This design comes from an exercise in tuning for small area and a short achievable clock period on the open sky130 flow, not from production work. Function was checked by simulation only, so behaviour that the tests miss may differ from the original. The clock port is modelled as an ideal driver, which makes a skipped or thinned clock tree look cheaper than it is; a real chip needs a root buffer or a tree. Power and IR drop assume default switching activity.

Setup of build 23:
// edge_detection_top
module edge_detection_top #(
    parameter IMAGE_WIDTH = 128
)(
    input  wire        clk,
    input  wire        reset,
    input  wire [7:0]  image_data,
    input  wire        data_valid,
    output wire [7:0]  edge_output,
    output wire        edge_valid
);
Settings: LEC_CHECK=0, ABC_AREA=1, CAP_MARGIN=35, CORE_MARGIN=2, CORE_UTILIZATION=65, CTS_CLUSTER_DIAMETER=100, CTS_CLUSTER_SIZE=30, SETUP_SLACK_MARGIN=5, SLEW_MARGIN=30; clock period 7.5 ns.
standard.sh (not shown) runs the stock make flow with config.mk's settings and CLKGATE_MAP_FILE= SYNTH_SCRIPT=/design/flow/synth_recipe.tcl, a recipe that flattens the netlist after the stock synthesis.
==> flow/flow/run.sh <==
#!/bin/bash
# The standard layout, with clock tree synthesis told not to add dummy
# load cells. Each tool's output goes to ORFS's own logs; make's output to
# make.log here.
set -euo pipefail
export CTS_ARGS="-sink_clustering_enable -repair_clock_nets -dont_use_dummy_load -sink_clustering_size 30 -sink_clustering_max_diameter 100"
bash standard.sh > make.log 2>&1
Setup changes, build 23 to build 28
Settings: ABC_AREA no longer set, was 1; CORE_UTILIZATION now 80, was 65.
==> flow/run.sh (new file) <==
#!/bin/bash
# synth_recipe.tcl (not shown) runs the flow's synth.tcl, then flattens the netlist and writes it again
# the make line also repeats each setting of config.mk as NAME=value (left out here)
make -C /OpenROAD-flow-scripts/flow DESIGN_CONFIG=/design/flow/config.mk WORK_HOME=/design/flow/orfs CLKGATE_MAP_FILE= SYNTH_SCRIPT=/design/flow/synth_recipe.tcl finish
removed: flow/flow/run.sh
removed: flow/standard.sh
### Flow results
Build 28 never completed; the flow aborted with a tool error in detailed placement.
Build 23 ended with every stage complete and zero timing, DRC or antenna violations.
Comparing starting density of the core for build 23 and build 28, the bigger number came from build 28.
Summary of build 28 over build 23: number of placement rows dropped 11, synthesized area decreased about 0.37%, die outline height decreased by about 10% relative to the old numbers.
Re fraction of the mapped netlist area in compound gates: build 28 is 0.24 points up on build 23.
Build 23 has higher simple-gate share of the synthesized area than build 28.
On number of cells produced by synthesis: between build 23 and build 28, it ends up higher for build 23.
Compared with build 23, average footprint of a synthesized cell in build 28 increased by a few percent.
#### Input delta (build 5 over build 28)
Settings: a change of CORE_UTILIZATION from 80 to 65.
==> flow/flow/run.sh (new file) <==
#!/bin/bash
# The standard layout, with clock tree synthesis told not to add dummy
# load cells. Each tool's output goes to ORFS's own logs; make's output to
# make.log here.
set -euo pipefail
export CTS_ARGS="-sink_clustering_enable -repair_clock_nets -dont_use_dummy_load -sink_clustering_size 30 -sink_clustering_max_diameter 100"
bash standard.sh > make.log 2>&1
==> flow/standard.sh (new file) <==
#!/bin/bash
# synth_recipe.tcl (not shown) runs the flow's synth.tcl, then flattens the netlist and writes it again
# the make line also repeats each setting of config.mk as NAME=value (left out here)
make -C /OpenROAD-flow-scripts/flow DESIGN_CONFIG=/design/flow/config.mk WORK_HOME=/design/flow/orfs CLKGATE_MAP_FILE= SYNTH_SCRIPT=/design/flow/synth_recipe.tcl "${@:-finish}"
removed: flow/run.sh
Build 5 finished end to end and its layout was clean on timing, DRC and antenna.
Build 28 and build 5 ended up with nearly the same post-synthesis simple-gate area fraction.
Comparing build 5 against build 28, there is no change at all in area after synthesis.
Quantity of I/O buffers inserted on ports: build 5 vs build 28, no meaningful difference
Gate count after technology mapping came out exactly the same in build 28 and build 5.
Delta (build 5 minus build 28): flip-flop and latch count after synthesis was more or less identical; die outline width went up by about 11%; placer's final routability congestion estimate was more or less identical; number of distinct standard cells referenced by the synthesized netlist was more or less identical.
[compare] base=build 28 new=build 5: number of cell rows moved up; top-level port count neither gained nor lost much.
Input-level comparison between build 67 and build 5:
Settings: CTS_CLUSTER_DIAMETER: 100 -> 70; CORE_UTILIZATION: 65 -> 80; CTS_CLUSTER_SIZE: 30 -> 36.
==> flow/run.sh (new file) <==
#!/bin/bash
# synth_recipe.tcl (not shown) runs the flow's synth.tcl, then flattens the netlist and writes it again
# the make line also repeats each setting of config.mk as NAME=value (left out here)
make -C /OpenROAD-flow-scripts/flow DESIGN_CONFIG=/design/flow/config.mk WORK_HOME=/design/flow/orfs CLKGATE_MAP_FILE= SYNTH_SCRIPT=/design/flow/synth_recipe.tcl finish
removed: flow/flow/run.sh
removed: flow/standard.sh
[summary]
Build 67 got as far as detailed placement, where a tool error ended the run.
As far as number of buffers inserted by port buffering goes, build 67 and build 5 are indistinguishable; the numbers are identical.
Delta (build 67 minus build 5): chip width lost 9.7%; summed instance area of the synthesized netlist closely matched the old numbers.
Flip-flop and latch count after synthesis came out exactly the same in build 67 and build 5.
On detailed-placement wirelength estimate, build 5 beats build 67.
The lower height of the die came out of build 67.
Changes observed in build 67 relative to build 5: number of instances in the synthesized netlist closely matched the old numbers, global placer's final weighted congestion closely matched the old numbers, cell row count decreased by 9.4% relative to the old numbers.

* * *

## quartz
The RTL this note starts from:
==> flow/design.v <==
module image_buffer #(
    parameter IMAGE_WIDTH = 128
)(
    input  wire        clk,
    input  wire        reset,
    input  wire [7:0]  pixel_in,
    input  wire        pixel_valid,
    output wire [23:0] column,
    output wire        column_valid,   
    output wire        column_window   
);
    localparam N = 2 * IMAGE_WIDTH;
    reg  [7:0]     pix_r;
    reg            pix_v;
    reg  [8*N-1:0] chain;    
    reg  [6:0]     x_count;
    reg  [1:0]     y_count;  
    always @(posedge clk)
        pix_r <= pixel_in;
    always @(posedge clk or posedge reset) begin
        if (reset)
            pix_v <= 1'b0;
        else
            pix_v <= pixel_valid;
    end
    always @(posedge clk) begin
        if (pix_v)
            chain <= {chain[8*N-9:0], pix_r};
    end
    always @(posedge clk or posedge reset) begin
        if (reset) begin
            x_count <= 7'd0;
            y_count <= 2'd0;
        end else if (pix_v) begin
            x_count <= x_count + 7'd1;
            if (x_count == 7'd127 && !y_count[1])
                y_count <= y_count + 2'd1;
        end
    end
    assign column        = {pix_r, chain[8*(IMAGE_WIDTH-1) +: 8], chain[8*(N-1) +: 8]};
    assign column_valid  = pix_v;
    assign column_window = pix_v && y_count[1] && (x_count[6:1] != 6'd0);
endmodule
module sobel_core (
    input  wire        clk,
    input  wire        reset,
    input  wire [23:0] column,         
    input  wire        column_valid,
    input  wire        column_window,
    output reg  [7:0]  edge_magnitude,
    output reg         magnitude_valid
);
    wire [7:0] c = column[23:16];
    wire [7:0] b = column[15:8];
    wire [7:0] a = column[7:0];
    reg        [9:0] u1;
    reg signed [8:0] d1;
    reg              v1, w1;
    always @(posedge clk) begin
        u1 <= {2'b00, a} + {1'b0, b, 1'b0} + {2'b00, c};
        d1 <= $signed({1'b0, c}) - $signed({1'b0, a});
    end
    reg        [9:0]  uh0, uh1;    
    reg signed [8:0]  dh0;         
    reg signed [10:0] eh0;         
    wire signed [10:0] gx = $signed({1'b0, u1}) - $signed({1'b0, uh1});
    wire signed [10:0] gy = d1 + eh0;
    reg        [9:0]  ox2, oy2;
    reg               sx2, sy2;
    reg               w2;
    always @(posedge clk) begin
        if (v1) begin
            uh0 <= u1;  uh1 <= uh0;
            dh0 <= d1;  eh0 <= (d1 <<< 1) + dh0;
        end
        ox2 <= gx[9:0] ^ {10{gx[10]}};
        oy2 <= gy[9:0] ^ {10{gy[10]}};
        sx2 <= gx[10];
        sy2 <= gy[10];
    end
    wire [10:0] sum = {1'b0, ox2} + {1'b0, oy2} + {10'd0, sx2} + {10'd0, sy2};
    reg  [7:0]  s3;
    reg         big3;
    reg         w3;
    always @(posedge clk) begin
        s3   <= sum[7:0];
        big3 <= sum[10:8] != 3'd0;
    end
    always @(posedge clk)
        edge_magnitude <= s3 | {8{big3}};
    always @(posedge clk or posedge reset) begin
        if (reset) begin
            v1 <= 1'b0; w1 <= 1'b0; w2 <= 1'b0; w3 <= 1'b0;
        end else begin
            v1 <= column_valid;
            w1 <= column_window;
            w2 <= w1;
            w3 <= w2;
        end
    end
    always @(posedge clk)
        magnitude_valid <= w3;
endmodule
module edge_detection_top #(
    parameter IMAGE_WIDTH = 128
)(
    input  wire        clk,
    input  wire        reset,
    input  wire [7:0]  image_data,
    input  wire        data_valid,
    output wire [7:0]  edge_output,
    output wire        edge_valid
);
    wire [23:0] column;
    wire        column_valid, column_window;
    image_buffer #(
        .IMAGE_WIDTH(IMAGE_WIDTH)
    ) image_buffer_inst (
        .clk(clk),
        .reset(reset),
        .pixel_in(image_data),
        .pixel_valid(data_valid),
        .column(column),
        .column_valid(column_valid),
        .column_window(column_window)
    );
    sobel_core sobel_core_inst (
        .clk(clk),
        .reset(reset),
        .column(column),
        .column_valid(column_valid),
        .column_window(column_window),
        .edge_magnitude(edge_output),
        .magnitude_valid(edge_valid)
    );
endmodule
clock: 7.5 ns
lec_check: 0
cap_margin: 15
core_margin: 2
core_utilization: 65
cts_cluster_diameter: 100
cts_cluster_size: 30
setup_slack_margin: 5
slew_margin: 15
==> flow/flow/run.sh <==
#!/bin/bash
# The standard layout, except for the clock tree: CTS builds the leaf
# clusters without dummy loads, then flow/post_cts.tcl drives the leaf buffers
# from four buf_16 root buffers on the clock port, and makes the leaves buf_12 (two buffer levels instead of
# three). make's output goes to make.log here; each ORFS step keeps its own
# log under orfs/logs.
set -euo pipefail
HERE=$(cd "$(dirname "${BASH_SOURCE[0]}")" && pwd)
export CTS_ARGS="-sink_clustering_enable -repair_clock_nets -dont_use_dummy_load -sink_clustering_size 30 -sink_clustering_max_diameter 80"
export POST_CTS_TCL="$HERE/post_cts.tcl"
bash standard.sh > make.log 2>&1
==> flow/flow/post_cts.tcl <==
# Run by ORFS's CTS step after its clock tree and timing repair (POST_CTS_TCL):
# replace the tree above the leaf buffers with four root buffers fed by the
# clock port, make the leaf buffers buf_12, then legalise.
source [file join [file dirname [info script]] retree.tcl]
retree 4 sky130_fd_sc_hd__buf_16
swap_leaves sky130_fd_sc_hd__buf_12
detailed_placement
check_placement -verbose
estimate_parasitics -placement
report_clock_latency
==> flow/flow/retree.tcl <==
# Rebuild the clock tree above the leaf buffers: the clock port drives
# nroot buffers of type rootcell, each driving the leaf buffers nearest to it.
proc retree { nroot rootcell } {
  set block [ord::get_db_block]
  set clkport [$block findBTerm clk]
  set clknet [$clkport getNet]
  # walk the tree: buffers whose output net has a flip-flop clock pin are leaves
  set leaves {}
  set upper {}
  set todo [list $clknet]
  while {[llength $todo]} {
    set net [lindex $todo 0]; set todo [lrange $todo 1 end]
    foreach it [$net getITerms] {
      if {![$it isInputSignal]} continue
      set inst [$it getInst]
      set m [[$inst getMaster] getName]
      if {[string match "*clkbuf*" $m] || [string match "*clkinv*" $m]} {
        if {[string match "*clkinv*" $m]} { error "inverter in clock tree" }
        set out [[$inst findITerm X] getNet]
        set isleaf 0
        foreach it2 [$out getITerms] {
          if {[$it2 isInputSignal] && [[$it2 getMTerm] getName] eq "CLK"} { set isleaf 1 }
        }
        if {$isleaf} { lappend leaves $inst } else { lappend upper $inst; lappend todo $out }
      } elseif {[[$it getMTerm] getName] ne "CLK"} {
        error "clock net drives [$inst getName]/[[$it getMTerm] getName]"
      }
    }
  }
  puts "retree: [llength $leaves] leaves, [llength $upper] upper buffers"
  # remove the upper buffers and their output nets
  foreach inst $upper {
    set out [[$inst findITerm X] getNet]
    foreach it [$out getITerms] { $it disconnect }
    odb::dbNet_destroy $out
    foreach it [$inst getITerms] { $it disconnect }
    odb::dbInst_destroy $inst
  }
  # k-means of the leaves into nroot groups
  set pts {}
  foreach l $leaves { set b [$l getBBox]; lappend pts [list [expr {([$b xMin]+[$b xMax])/2.0}] [expr {([$b yMin]+[$b yMax])/2.0}]] }
  set n [llength $pts]
  # seed along x order
  set sorted [lsort -real -index 0 $pts]
  set cs {}
  for {set k 0} {$k < $nroot} {incr k} { lappend cs [lindex $sorted [expr {int(($k + 0.5) * $n / $nroot)}]] }
  for {set iter 0} {$iter < 50} {incr iter} {
    set asg {}
    foreach p $pts {
      set best 0; set bd 1e30
      for {set k 0} {$k < $nroot} {incr k} {
        set c [lindex $cs $k]
        set d [expr {abs([lindex $p 0]-[lindex $c 0]) + abs([lindex $p 1]-[lindex $c 1])}]
        if {$d < $bd} { set bd $d; set best $k }
      }
      lappend asg $best
    }
    set ncs {}
    for {set k 0} {$k < $nroot} {incr k} {
      set sx 0; set sy 0; set cnt 0
      foreach p $pts a $asg { if {$a == $k} { set sx [expr {$sx + [lindex $p 0]}]; set sy [expr {$sy + [lindex $p 1]}]; incr cnt } }
      if {$cnt} { lappend ncs [list [expr {$sx/$cnt}] [expr {$sy/$cnt}]] } else { lappend ncs [lindex $cs $k] }
    }
    set cs $ncs
  }
  set master [[ord::get_db] findMaster $rootcell]
  for {set k 0} {$k < $nroot} {incr k} {
    set inst [odb::dbInst_create $block $master "clkroot_$k"]
    set net [odb::dbNet_create $block "clknet_root_$k"]
    $net setSigType CLOCK
    [$inst findITerm A] connect $clknet
    [$inst findITerm X] connect $net
    set c [lindex $cs $k]
    $inst setLocation [expr {int([lindex $c 0])}] [expr {int([lindex $c 1])}]
    $inst setPlacementStatus PLACED
    set cnt 0
    foreach l $leaves a $asg { if {$a == $k} { [$l findITerm A] disconnect; [$l findITerm A] connect $net; incr cnt } }
    puts "retree: root $k at [lindex $c 0] [lindex $c 1] drives $cnt leaves"
  }
}
# Give every leaf buffer of the tree the cell type cell.
proc swap_leaves { cell } {
  set master [[ord::get_db] findMaster $cell]
  foreach inst [[ord::get_db_block] getInsts] {
    if {[string match "clkbuf_leaf_*" [$inst getName]]} { $inst swapMaster $master }
  }
}
quartz | status: complete | timing, DRC, antenna: pass
Input changes introduced in onyx (baseline for comparison: quartz):
# quartz
export LEC_CHECK = 0
export CAP_MARGIN = 15
export CORE_MARGIN = 2
export CORE_UTILIZATION = 65
export CTS_CLUSTER_DIAMETER = 100
export CTS_CLUSTER_SIZE = 30
export SETUP_SLACK_MARGIN = 5
export SLEW_MARGIN = 15
create_clock -name core_clock -period 7.5 [get_ports {clk}]
# onyx
export LEC_CHECK = 0
export CAP_MARGIN = 35
export CORE_MARGIN = 2
export CORE_UTILIZATION = 65
export CTS_CLUSTER_DIAMETER = 100
export CTS_CLUSTER_SIZE = 30
export SETUP_SLACK_MARGIN = 5
export SLEW_MARGIN = 30
create_clock -name core_clock -period 7.5 [get_ports {clk}]
## What came out
- Relative to quartz, worst setup slack has increased by 0.0037 ns in onyx.
- Amount of wire on met3 after detailed routing for onyx: 220 um up relative to quartz
- Comparing onyx with quartz, the highest clock frequency the design can meet came out essentially unchanged.
## Diff of input files: violet against onyx
--- a/flow/flow/run.sh
+++ b/flow/flow/run.sh
@@ -5 +5 @@
-# three). make's output goes to make.log here; each ORFS step keeps its own
+# three). Ports are buffered with buf_2. make's output goes to make.log here; each ORFS step keeps its own
@@ -9,0 +10 @@
+export BUFFER_PORTS_ARGS="-buffer_cell sky130_fd_sc_hd__buf_2"
--- a/flow/flow/retree.tcl
+++ b/flow/flow/retree.tcl
@@ -2 +2,2 @@
-# nroot buffers of type rootcell, each driving the leaf buffers nearest to it.
+# nroot buffers of type rootcell, each driving an equal share of the leaf
+# buffers, split by position.
@@ -39 +40,2 @@
-  # k-means of the leaves into nroot groups
+  # split the leaves into nroot (1, 2 or 4) groups of equal size: halves by x,
+  # then each half into halves by y
@@ -41,4 +43,19 @@
-  foreach l $leaves { set b [$l getBBox]; lappend pts [list [expr {([$b xMin]+[$b xMax])/2.0}] [expr {([$b yMin]+[$b yMax])/2.0}]] }
-  set n [llength $pts]
-  # seed along x order
-  set sorted [lsort -real -index 0 $pts]
+  set i 0
+  foreach l $leaves {
+    set b [$l getBBox]
+    lappend pts [list $i [expr {([$b xMin]+[$b xMax])/2.0}] [expr {([$b yMin]+[$b yMax])/2.0}]]
+    incr i
+  }
+  set groups [list $pts]
+  set axis 1
+  while {[llength $groups] < $nroot} {
+    set next {}
+    foreach g $groups {
+      set g [lsort -real -index $axis $g]
+      set h [expr {[llength $g] / 2}]
+      lappend next [lrange $g 0 [expr {$h - 1}]] [lrange $g $h end]
+    }
+    set groups $next
+    set axis [expr {3 - $axis}]
+  }
+  set asg [lrepeat [llength $leaves] 0]
@@ -46,19 +63,6 @@
-  for {set k 0} {$k < $nroot} {incr k} { lappend cs [lindex $sorted [expr {int(($k + 0.5) * $n / $nroot)}]] }
-  for {set iter 0} {$iter < 50} {incr iter} {
-    set asg {}
-    foreach p $pts {
-      set best 0; set bd 1e30
-      for {set k 0} {$k < $nroot} {incr k} {
-        set c [lindex $cs $k]
-        set d [expr {abs([lindex $p 0]-[lindex $c 0]) + abs([lindex $p 1]-[lindex $c 1])}]
-        if {$d < $bd} { set bd $d; set best $k }
-      }
-      lappend asg $best
-    }
-    set ncs {}
-    for {set k 0} {$k < $nroot} {incr k} {
-      set sx 0; set sy 0; set cnt 0
-      foreach p $pts a $asg { if {$a == $k} { set sx [expr {$sx + [lindex $p 0]}]; set sy [expr {$sy + [lindex $p 1]}]; incr cnt } }
-      if {$cnt} { lappend ncs [list [expr {$sx/$cnt}] [expr {$sy/$cnt}]] } else { lappend ncs [lindex $cs $k] }
-    }
-    set cs $ncs
+  set k 0
+  foreach g $groups {
+    set sx 0; set sy 0
+    foreach p $g { lset asg [lindex $p 0] $k; set sx [expr {$sx + [lindex $p 1]}]; set sy [expr {$sy + [lindex $p 2]}] }
+    lappend cs [list [expr {$sx / [llength $g]}] [expr {$sy / [llength $g]}]]
+    incr k
Findings:
Clock period minus final worst setup slack was higher in the run labelled violet. Delta (violet minus onyx): count of multi-input combinational gates flat, clock latency on the worst-skew pair ~0 delta, switching share of power held steady, total design power saw little to no change. Compared with onyx, violet shows a higher number of global-route vias before repair. The lower final setup skew came out of violet. Combinational group share of total power: violet vs onyx, no meaningful difference. Comparing violet and onyx, global-route wire length before repair is higher on violet.
Input changes introduced in amber (baseline for comparison: violet):
# violet
export LEC_CHECK = 0
export CAP_MARGIN = 35
export CORE_MARGIN = 2
export CORE_UTILIZATION = 65
export CTS_CLUSTER_DIAMETER = 100
export CTS_CLUSTER_SIZE = 30
export SETUP_SLACK_MARGIN = 5
export SLEW_MARGIN = 30
create_clock -name core_clock -period 7.5 [get_ports {clk}]
# amber
export LEC_CHECK = 0
export CAP_MARGIN = 35
export CORE_MARGIN = 2
export CORE_UTILIZATION = 72
export CTS_CLUSTER_DIAMETER = 100
export CTS_CLUSTER_SIZE = 30
export SETUP_SLACK_MARGIN = 5
export SLEW_MARGIN = 30
create_clock -name core_clock -period 7.5 [get_ports {clk}]
--- a/flow/flow/retree.tcl
+++ b/flow/flow/retree.tcl
@@ -2,2 +2 @@
-# nroot buffers of type rootcell, each driving an equal share of the leaf
-# buffers, split by position.
+# nroot buffers of type rootcell, each driving the leaf buffers nearest to it.
@@ -40,2 +39 @@
-  # split the leaves into nroot (1, 2 or 4) groups of equal size: halves by x,
-  # then each half into halves by y
+  # k-means of the leaves into nroot groups
@@ -43,14 +41,16 @@
-  set i 0
-  foreach l $leaves {
-    set b [$l getBBox]
-    lappend pts [list $i [expr {([$b xMin]+[$b xMax])/2.0}] [expr {([$b yMin]+[$b yMax])/2.0}]]
-    incr i
-  }
-  set groups [list $pts]
-  set axis 1
-  while {[llength $groups] < $nroot} {
-    set next {}
-    foreach g $groups {
-      set g [lsort -real -index $axis $g]
-      set h [expr {[llength $g] / 2}]
-      lappend next [lrange $g 0 [expr {$h - 1}]] [lrange $g $h end]
+  foreach l $leaves { set b [$l getBBox]; lappend pts [list [expr {([$b xMin]+[$b xMax])/2.0}] [expr {([$b yMin]+[$b yMax])/2.0}]] }
+  set n [llength $pts]
+  # seed along x order
+  set sorted [lsort -real -index 0 $pts]
+  set cs {}
+  for {set k 0} {$k < $nroot} {incr k} { lappend cs [lindex $sorted [expr {int(($k + 0.5) * $n / $nroot)}]] }
+  for {set iter 0} {$iter < 50} {incr iter} {
+    set asg {}
+    foreach p $pts {
+      set best 0; set bd 1e30
+      for {set k 0} {$k < $nroot} {incr k} {
+        set c [lindex $cs $k]
+        set d [expr {abs([lindex $p 0]-[lindex $c 0]) + abs([lindex $p 1]-[lindex $c 1])}]
+        if {$d < $bd} { set bd $d; set best $k }
+      }
+      lappend asg $best
@@ -58,11 +58,7 @@
-    set groups $next
-    set axis [expr {3 - $axis}]
-  }
-  set asg [lrepeat [llength $leaves] 0]
-  set cs {}
-  set k 0
-  foreach g $groups {
-    set sx 0; set sy 0
-    foreach p $g { lset asg [lindex $p 0] $k; set sx [expr {$sx + [lindex $p 1]}]; set sy [expr {$sy + [lindex $p 2]}] }
-    lappend cs [list [expr {$sx / [llength $g]}] [expr {$sy / [llength $g]}]]
-    incr k
+    set ncs {}
+    for {set k 0} {$k < $nroot} {incr k} {
+      set sx 0; set sy 0; set cnt 0
+      foreach p $pts a $asg { if {$a == $k} { set sx [expr {$sx + [lindex $p 0]}]; set sy [expr {$sy + [lindex $p 1]}]; incr cnt } }
+      if {$cnt} { lappend ncs [list [expr {$sx/$cnt}] [expr {$sy/$cnt}]] } else { lappend ncs [lindex $cs $k] }
+    }
+    set cs $ncs
Findings:
In the reports for violet and amber, the larger number of diodes belongs to violet. Routed length on met2 grows slightly when moving from violet to amber. Compared violet against amber; fraction of area in multi-input gates within noise. Comparing amber with violet, the total internal power came out essentially unchanged. Diff violet..amber | met3 routing resource usage after global routing | negligible.
Here is what was changed in the inputs of sierra compared with amber.
# amber
export LEC_CHECK = 0
export CAP_MARGIN = 35
export CORE_MARGIN = 2
export CORE_UTILIZATION = 72
export CTS_CLUSTER_DIAMETER = 100
export CTS_CLUSTER_SIZE = 30
export SETUP_SLACK_MARGIN = 5
export SLEW_MARGIN = 30
create_clock -name core_clock -period 7.5 [get_ports {clk}]
# sierra
export LEC_CHECK = 0
export CAP_MARGIN = 35
export CORE_MARGIN = 2
export CORE_UTILIZATION = 65
export CTS_CLUSTER_DIAMETER = 100
export CTS_CLUSTER_SIZE = 30
export SETUP_SLACK_MARGIN = 5
export SLEW_MARGIN = 30
create_clock -name core_clock -period 7.5 [get_ports {clk}]
--- a/flow/flow/run.sh
+++ b/flow/flow/run.sh
@@ -4,2 +4,2 @@
-# from four buf_16 root buffers on the clock port, and makes the leaves buf_12 (two buffer levels instead of
-# three). Ports are buffered with buf_2. make's output goes to make.log here; each ORFS step keeps its own
+# from four root buffers on the clock port (two buffer levels instead of
+# three). make's output goes to make.log here; each ORFS step keeps its own
@@ -10 +9,0 @@
-export BUFFER_PORTS_ARGS="-buffer_cell sky130_fd_sc_hd__buf_2"
--- a/flow/flow/post_cts.tcl
+++ b/flow/flow/post_cts.tcl
@@ -3 +3 @@
-# clock port, make the leaf buffers buf_12, then legalise.
+# clock port, then legalise the new buffers.
@@ -5,2 +5 @@
-retree 4 sky130_fd_sc_hd__buf_16
-swap_leaves sky130_fd_sc_hd__buf_12
+retree 4
--- a/flow/flow/retree.tcl
+++ b/flow/flow/retree.tcl
@@ -2,2 +2,2 @@
-# nroot buffers of type rootcell, each driving the leaf buffers nearest to it.
-proc retree { nroot rootcell } {
+# NROOT clkbuf_16 buffers, each driving the leaf buffers nearest to it.
+proc retree { nroot } {
@@ -43 +43,3 @@
-  # seed along x order
+  set cs {}
+  for {set k 0} {$k < $nroot} {incr k} { lappend cs [lindex $pts [expr {int(($k + 0.5) * $n / $nroot)}]] }
+  # seed along a sorted order for determinism
@@ -66 +68 @@
-  set master [[ord::get_db] findMaster $rootcell]
+  set master [[ord::get_db] findMaster sky130_fd_sc_hd__clkbuf_16]
@@ -81,7 +82,0 @@
-# Give every leaf buffer of the tree the cell type cell.
-proc swap_leaves { cell } {
-  set master [[ord::get_db] findMaster $cell]
-  foreach inst [[ord::get_db_block] getInsts] {
-    if {[string match "clkbuf_leaf_*" [$inst getName]]} { $inst swapMaster $master }
-  }
-}
## What came out
[compare] base=amber new=sierra: number of fill cells moved up; mean routed wirelength per cell moved down; final design area excluding fillers moved up.
Delta (sierra minus amber): final cycle utilization of the critical path grew by 0.61 points; final core area utilization shrank by 6.9 points; instance count on the critical path shrank by 7.

port drivers added, routing unchanged:
In the flow no input, the clock included, has a driving cell. The finished layouts below were timed again as built, in two steps.
Step 1 assumes that a clkbuf_16 drives the clock port and a buf_2 every other input.
Step 2 moves the port delays by t, midway between the first and last clock arrival at a register: inputs arrive t later, outputs are due t later. That takes back most of the time a late clock gives input paths.
Slacks: ideal / step 1 / step 2; pairs: ideal / step 1.
run | t (ns) | slack for setup (ns) | worst setup path after step 2 | latest minus earliest clock arrival (ns)
build 23 | 0.717 | 4.884 / 4.815 / 5.115 | input, reset recovery | 0.065 / 0.065
build 5 | 0.709 | 4.890 / 4.822 / 4.994 | register to register | 0.065 / 0.065
quartz | 0.633 | 5.075 / 4.910 / 5.101 | register to register | 0.060 / 0.061
onyx | 0.610 | 5.078 / 4.921 / 5.140 | register to register | 0.085 / 0.084
violet | 0.631 | 5.057 / 4.891 / 5.115 | register to register | 0.052 / 0.051
amber | 0.623 | 5.081 / 4.926 / 5.081 | register to register | 0.049 / 0.048
sierra | 0.639 | 5.036 / 4.894 / 5.125 | register to register | 0.094 / 0.095
After both steps every run listed still meets setup and hold. Setup slack includes reset recovery checks.
